This design comes from an exercise in tuning for small area, a short achievable clock period and few clock cycles per item on the open sky130 flow, not from production work. Where RTL was checked, it was by simulation tests only, not by an equivalence proof against the original.

// fp_sqrt
module fp_sqrt(reset, clk, i_sign, i_exp, i_frac, ready, o_sign, o_exp, o_frac);
Size in the first run: ~79 flip-flops, roughly 130 I/O pins, ~6800 µm² of cells after synthesis.
==> flow/config.mk <==
export PLATFORM = sky130hd
export DESIGN_NAME = fp_sqrt
export DESIGN_NICKNAME = fp_sqrt
export VERILOG_FILES = /design/flow/design.v
export SDC_FILE = /design/flow/constraint.sdc
export NUM_CORES = 4
export LEC_CHECK = 0
export ABC_CLOCK_PERIOD_IN_PS = 2500
export CAP_MARGIN = 20
export CORE_MARGIN = 2
export CORE_UTILIZATION = 40
export SETUP_SLACK_MARGIN = 5
export SLEW_MARGIN = 20
==> flow/constraint.sdc <==
create_clock -name core_clock -period 11.0 [get_ports {clk}]
set_input_delay 2.2000 -clock core_clock [delete_from_list [all_inputs] [get_ports {clk}]]
set_output_delay 2.2000 -clock core_clock [all_outputs]
set_load 0.01 [all_outputs]
standard.sh (not shown) runs the stock make flow with config.mk's settings and CLKGATE_MAP_FILE= SYNTH_SCRIPT=/design/flow/synth_recipe.tcl, a recipe that flattens the netlist after the stock synthesis.
==> flow/flow/run.sh <==
#!/bin/bash
# The standard layout (the standard.sh, standard synthesis unchanged) with
# two changes to how the layout is made: the port buffers use the smallest
# buffer cell, and timing repair aims for 5 ns of setup slack.
set -o pipefail
bash standard.sh "BUFFER_PORTS_ARGS=-buffer_cell sky130_fd_sc_hd__buf_1" SETUP_SLACK_MARGIN=5  finish > flow_make.log 2>&1
Then changed:
==> flow/flow/run.sh (replaced) <==
#!/bin/bash
# The standard layout (the standard.sh, standard synthesis unchanged) with
# two changes to how the layout is made: the port buffers use the smallest
# buffer cell, and timing repair aims for 6.5 ns of setup slack.
set -o pipefail
bash standard.sh "BUFFER_PORTS_ARGS=-buffer_cell sky130_fd_sc_hd__buf_1" SETUP_SLACK_MARGIN=6.5  finish > flow_make.log 2>&1
What happened:
- worst hold slack improves by 0.016 ns
- clock skew stays flat
- worst setup slack improves by 0.72 ns
- maximum frequency climbs by about a fifth
- non-clock buffer count climbs by 27
- critical path depth climbs by 2
- die area does not change
No run of this note included a check of the RTL's function; only the layout flow was run.

* * *

## wip/delta
The RTL this note starts from:
==> flow/design.v <==
module integer_sqrt #(parameter K = 1, parameter S = 1) (clk, start, odd, frac, root, done);
    input clk;
    input start;
    input odd;
    input [51:0] frac;
    output [27:0] root;
    output done;
    localparam C  = (28 - S) / K;    
    localparam CW = (C < 16) ? 4 : 5;
    reg [28:0] q;                    
    reg rdy;                         
    reg [29:0] rem;                  
    reg [CW-1:0] cnt;                
    reg [2*K-1:0] p;                 
    assign root = q[27:0];
    assign done = rdy;
    function [2*K-1:0] fetch;
        input [CW-1:0] c;
        input e0;
        reg [K-1:0] ev;              
        reg [K:0]   od;              
        integer n, k, i;
        begin
            ev = 0;
            od = 0;
            for (n = 0; n < C; n = n + 1)
                if (c == n)
                    for (k = 0; k <= K; k = k + 1) begin
                        i = 25 - S - K*n - k;
                        if (k < K && i >= 0) ev[K-1-k] = frac[2*i];
                        if (i >= 0) od[K-k] = frac[2*i+1];
                    end
            for (k = 0; k < K; k = k + 1)
                fetch[2*K-1-2*k -: 2] = e0 ? {od[K-k], ev[K-1-k]} : {ev[K-1-k], od[K-1-k]};
        end
    endfunction
    localparam TW = 2*S + 2;
    function [2*S+2:0] topsqrt;      
        input [TW-1:0] mt;
        reg [S:0] r;
        reg [S+1:0] m;
        reg [S+3:0] t;
        integer u;
        begin
            r = 1;
            m = mt[TW-1:TW-2] - 1'b1;
            for (u = 0; u < S; u = u + 1) begin
                t = {m, mt[2*S-1-2*u -: 2]} - {r, 2'b01};
                if (!t[S+3]) begin
                    m = t;
                    r = {r, 1'b1};
                end else begin
                    m = {m, mt[2*S-1-2*u -: 2]};
                    r = {r, 1'b0};
                end
            end
            topsqrt = {r, m};
        end
    endfunction
    wire [2*S+2:0] tab_odd  [0:(1 << 2*S) - 1];
    wire [2*S+2:0] tab_even [0:(1 << 2*S+1) - 1];
    genvar v;
    generate
        for (v = 0; v < (1 << 2*S); v = v + 1) begin : todd
            assign tab_odd[v] = topsqrt({2'b01, v[2*S-1:0]});
        end
        for (v = 0; v < (1 << 2*S+1); v = v + 1) begin : teven
            assign tab_even[v] = topsqrt({1'b1, v[2*S:0]});
        end
    endgenerate
    wire [2*S+2:0] top_odd  = tab_odd[frac[51 -: 2*S]];
    wire [2*S+2:0] top_even = tab_even[frac[51 -: 2*S+1]];
    wire [S:0] r0 = odd ? top_odd[2*S+2 -: S+1] : top_even[2*S+2 -: S+1];
    wire [S+1:0] m0 = odd ? top_odd[S+1:0] : top_even[S+1:0];
    wire [29:0] rs [0:K/2];
    wire [28:0] qs [0:K/2];
    assign rs[0] = rem;
    assign qs[0] = q;
    genvar g;
    generate
        for (g = 0; g < K/2; g = g + 1) begin : stage
            wire [1:0] p1 = p[2*K-1-4*g -: 2];
            wire [1:0] p2 = p[2*K-3-4*g -: 2];
            wire sg = rs[g][29];
            wire [28:0] qn = qs[g] ^ {29{~sg}};
            wire [30:0] t1 = {rs[g][28:0], p1} + {qn, 2'b11};
            wire [30:0] x = {rs[g][26:0], p1, p2};
            wire [30:0] t2s = x + {qn, 3'b111};
            wire [30:0] t2b = x + {qn, 4'b1111} + {qn, 3'b000};
            wire s1 = t1[30];
            wire [30:0] t2 = (s1 == sg) ? t2b : t2s;
            assign rs[g+1] = {t2[30], t2[28:0]};
            assign qs[g+1] = {qs[g][26:0], ~s1, ~t2[30]};
        end
    endgenerate
    always @(posedge clk) begin
        if (start) begin
            q   <= r0;
            rdy <= 1'b0;
            rem <= m0;
            cnt <= 1;
            p   <= fetch(0, odd);
        end else begin
            if (!q[28]) q <= qs[K/2];
            rdy <= rdy | q[28-K];
            rem <= rs[K/2];
            cnt <= cnt + 1'b1;
            p   <= fetch(cnt, odd);
        end
    end
endmodule
module fp_sqrt(reset, clk, i_sign, i_exp, i_frac, ready, o_sign, o_exp, o_frac);
    input reset;
    input clk;
    input i_sign;
    input wire [10:0] i_exp;
    input wire [51:0] i_frac;
    output wire ready;
    output reg o_sign;
    output reg [10:0] o_exp;
    output wire [51:0] o_frac;
    wire [27:0] root;
    always @(posedge clk) begin
        if (reset) begin
            o_sign <= i_sign;
            o_exp  <= (i_exp >> 1) + 11'd511 + i_exp[0];
        end
    end
    integer_sqrt #(.K(2), .S(2)) rooter(.clk(clk), .start(reset), .odd(i_exp[0]),
                        .frac(i_frac), .root(root), .done(ready));
    assign o_frac = {root, 24'd0};
endmodule
==> flow/config.mk <==
export PLATFORM = sky130hd
export DESIGN_NAME = fp_sqrt
export DESIGN_NICKNAME = fp_sqrt
export VERILOG_FILES = /design/flow/design.v
export SDC_FILE = /design/flow/constraint.sdc
export NUM_CORES = 4
export LEC_CHECK = 0
export ABC_AREA = 1
export ABC_CLOCK_PERIOD_IN_PS = 2500
export CAP_MARGIN = 20
export CORE_MARGIN = 2
export CORE_UTILIZATION = 40
export GPL_ROUTABILITY_DRIVEN = 0
export SETUP_SLACK_MARGIN = 5
export SLEW_MARGIN = 20
export TNS_END_PERCENT = 30
==> flow/constraint.sdc <==
create_clock -name core_clock -period 11.0 [get_ports {clk}]
set_input_delay 2.2000 -clock core_clock [delete_from_list [all_inputs] [get_ports {clk}]]
set_output_delay 2.2000 -clock core_clock [all_outputs]
set_load 0.01 [all_outputs]
==> flow/flow/run.sh <==
#!/bin/bash
# The standard layout (the standard.sh, standard synthesis unchanged) with
# two changes to how the layout is made: the port buffers use the smallest
# buffer cell, and timing repair aims for 7.75 ns of setup slack.
set -o pipefail
bash standard.sh "BUFFER_PORTS_ARGS=-buffer_cell sky130_fd_sc_hd__buf_1" SETUP_SLACK_MARGIN=7.75  finish > flow_make.log 2>&1
Testbench counts of wip/delta, summed over its fixed seeds: cycles 26,880, items 1,920.
#### Input delta (wip/xenon over wip/delta)
Settings: TNS_END_PERCENT: 30 -> 10; GPL_ROUTABILITY_DRIVEN: 0 -> unset.
==> flow/flow/run.sh <==
#!/bin/bash
# The standard layout (the standard.sh, standard synthesis unchanged) with
# two changes to how the layout is made: the port buffers use the smallest
# buffer cell, and timing repair aims for 8 ns of setup slack.
set -o pipefail
bash standard.sh "BUFFER_PORTS_ARGS=-buffer_cell sky130_fd_sc_hd__buf_1" SETUP_SLACK_MARGIN=8  finish > flow_make.log 2>&1
[summary]
wip/xenon gives more clock-cell share of area than wip/delta did. Horizontal die dimension: wip/delta vs wip/xenon identical. Relative to wip/delta, the non-clock buffer count measured on wip/xenon has increased by more than 10%. wip/delta -> wip/xenon: routed wire length increased by a few percent. Flip-flop and latch area delta for wip/xenon relative to wip/delta: 0.71% higher. Going from wip/delta to wip/xenon, maximum frequency now sits higher, number of cell instances on the worst register-to-register path picked up an extra 1, maximum net fanout on the critical path climbed 10. wip/xenon vs wip/delta on detailed-routed wire length on met2: wip/xenon is the higher one.
For wip/indigo, these inputs were changed with respect to wip/xenon:
Settings: swapping 10 for 30 in TNS_END_PERCENT.
==> flow/flow/run.sh <==
#!/bin/bash
# The standard layout (the standard.sh, standard synthesis unchanged) with
# two changes to how the layout is made: the port buffers use the smallest
# buffer cell, and timing repair aims for 7.75 ns of setup slack.
set -o pipefail
bash standard.sh "BUFFER_PORTS_ARGS=-buffer_cell sky130_fd_sc_hd__buf_1" SETUP_SLACK_MARGIN=7.75  finish > flow_make.log 2>&1
### Flow results
In wip/indigo, the met1 layer usage reported by global route came out 0.29 points above the value in wip/xenon.
Ratio of cells with drive above 1 in the final layout is lower on wip/indigo
Per the comparison of wip/indigo with wip/xenon, signal arrival time at the worst endpoint shows a reduction of 2.31 ns; number of buffers and inverters on the critical path -2; detailed route wirelength on metal3 now smaller.
Final worst-path cycle share delta (wip/xenon -> wip/indigo): insignificant
Here is what was changed in the inputs of wip/juniper compared with wip/indigo.
Settings: TNS_END_PERCENT removed (was 30).
==> flow/flow/run.sh <==
#!/bin/bash
# The standard layout (the standard.sh, standard synthesis unchanged) with
# two changes to how the layout is made: the port buffers use the smallest
# buffer cell, and timing repair aims for 8 ns of setup slack.
set -o pipefail
bash standard.sh "BUFFER_PORTS_ARGS=-buffer_cell sky130_fd_sc_hd__buf_1" SETUP_SLACK_MARGIN=8  finish > flow_make.log 2>&1
==> comparison <==
wip/juniper | status: complete | timing, DRC, antenna: pass. Taking wip/indigo as the reference, in wip/juniper cell area after layout went up; buffer depth of the longest clock path did not really move; logic depth of the worst register-to-register path went up; final critical-path setup slack went up.
> inputs changed (wip/juniper -> wip/raven)
Settings: TNS_END_PERCENT now 30, previously not set; CTS_BUF_LIST now sky130_fd_sc_hd__clkbuf_4 sky130_fd_sc_hd__clkbuf_8, previously not set.
==> flow/flow/run.sh <==
#!/bin/bash
# The standard layout (the standard.sh, standard synthesis unchanged) with
# two changes to how the layout is made: the port buffers use the smallest
# buffer cell, and timing repair aims for 7.75 ns of setup slack.
set -o pipefail
bash standard.sh "BUFFER_PORTS_ARGS=-buffer_cell sky130_fd_sc_hd__buf_1" SETUP_SLACK_MARGIN=7.75  finish > flow_make.log 2>&1
- All of wip/raven and wip/juniper finish clean.
- Final hold violation count: wip/raven vs wip/juniper identical
- Diff wip/juniper -> wip/raven | detailed placement HPWL | down by a few percent
- Going from wip/juniper to wip/raven, fmax down about 1.5%.
- Total wire length sits lower in wip/raven than in wip/juniper.
- wip/raven -> wip/juniper: number of buffers created by CTS delta 0, exact match
### wip/raven -> wip/tundra
Settings: TNS_END_PERCENT: 30 -> 10; CTS_BUF_LIST: sky130_fd_sc_hd__clkbuf_4 sky130_fd_sc_hd__clkbuf_8 -> unset.
[summary]
- Met3 routed wirelength, wip/tundra vs wip/raven: down by more than 10%
- wip/raven → wip/tundra: count of inverters other than clock inverters in the layout held steady; minimum period implied by the final worst setup slack shrank by 0.0089 ns.
- In the metrics for wip/tundra and wip/raven, the one carrying the higher final setup slack of the worst path is wip/tundra.
- Between wip/tundra and wip/raven, number of filler cells placed in the layout is higher for wip/tundra, wip/raven comes in under that.
- wip/tundra vs wip/raven, total iterations of the first detailed-routing run went down by 1.
- Post-route standard cell area excluding fillers grows slightly when moving from wip/raven to wip/tundra.
- Measured against each other, wip/tundra and wip/raven differ in per-cell routed wire length, the higher figure coming from wip/raven.
- Compared with wip/raven, sum of met2 wire segment lengths after detailed routing in wip/tundra increased slightly.

static timing again, ports no longer ideal:
Ports are ideal in the flow. The routed layouts listed here were re-timed in OpenROAD.
Step 1 sets driving cells, clkbuf_16 on the clock port and buf_2 on the other inputs (assumed; they add their load-dependent delay and slew).
Step 2 times the ports against the registers' clock, not the clock port: input delays grow and output delays shrink by t, the midpoint of the rising clock arrivals with the driver on.
Three values: no drivers, after step 1, after step 2; two values: the first two.
| run | shift t [ns] | setup slack, ns | worst setup path after step 2 | cell pins on the clock port's net |
|---|---|---|---|---|
| the first run of note 1 | 0.387 | 5.272 / 5.272 / 5.272 | register to register | 1 |
| the second run of note 1 | 0.393 | 5.992 / 5.992 / 5.992 | register to register | 1 |
| wip/delta | 0.394 | 7.650 / 7.604 / 7.375 | input to register | 1 |
| wip/xenon | 0.396 | 7.736 / 7.715 / 7.342 | input to register | 1 |
| wip/indigo | 0.404 | 7.729 / 7.680 / 7.355 | input to register | 1 |
| wip/juniper | 0.398 | 7.776 / 7.730 / 7.381 | input to register | 1 |
| wip/raven | 0.419 | 7.726 / 7.684 / 7.339 | input to register | 1 |
| wip/tundra | 0.403 | 7.735 / 7.684 / 7.360 | input to register | 1 |
After both steps every run listed still meets setup and hold. The setup slack of wip/juniper, which loses most, moves by -0.046 ns with the drivers and by -0.395 ns with both steps.
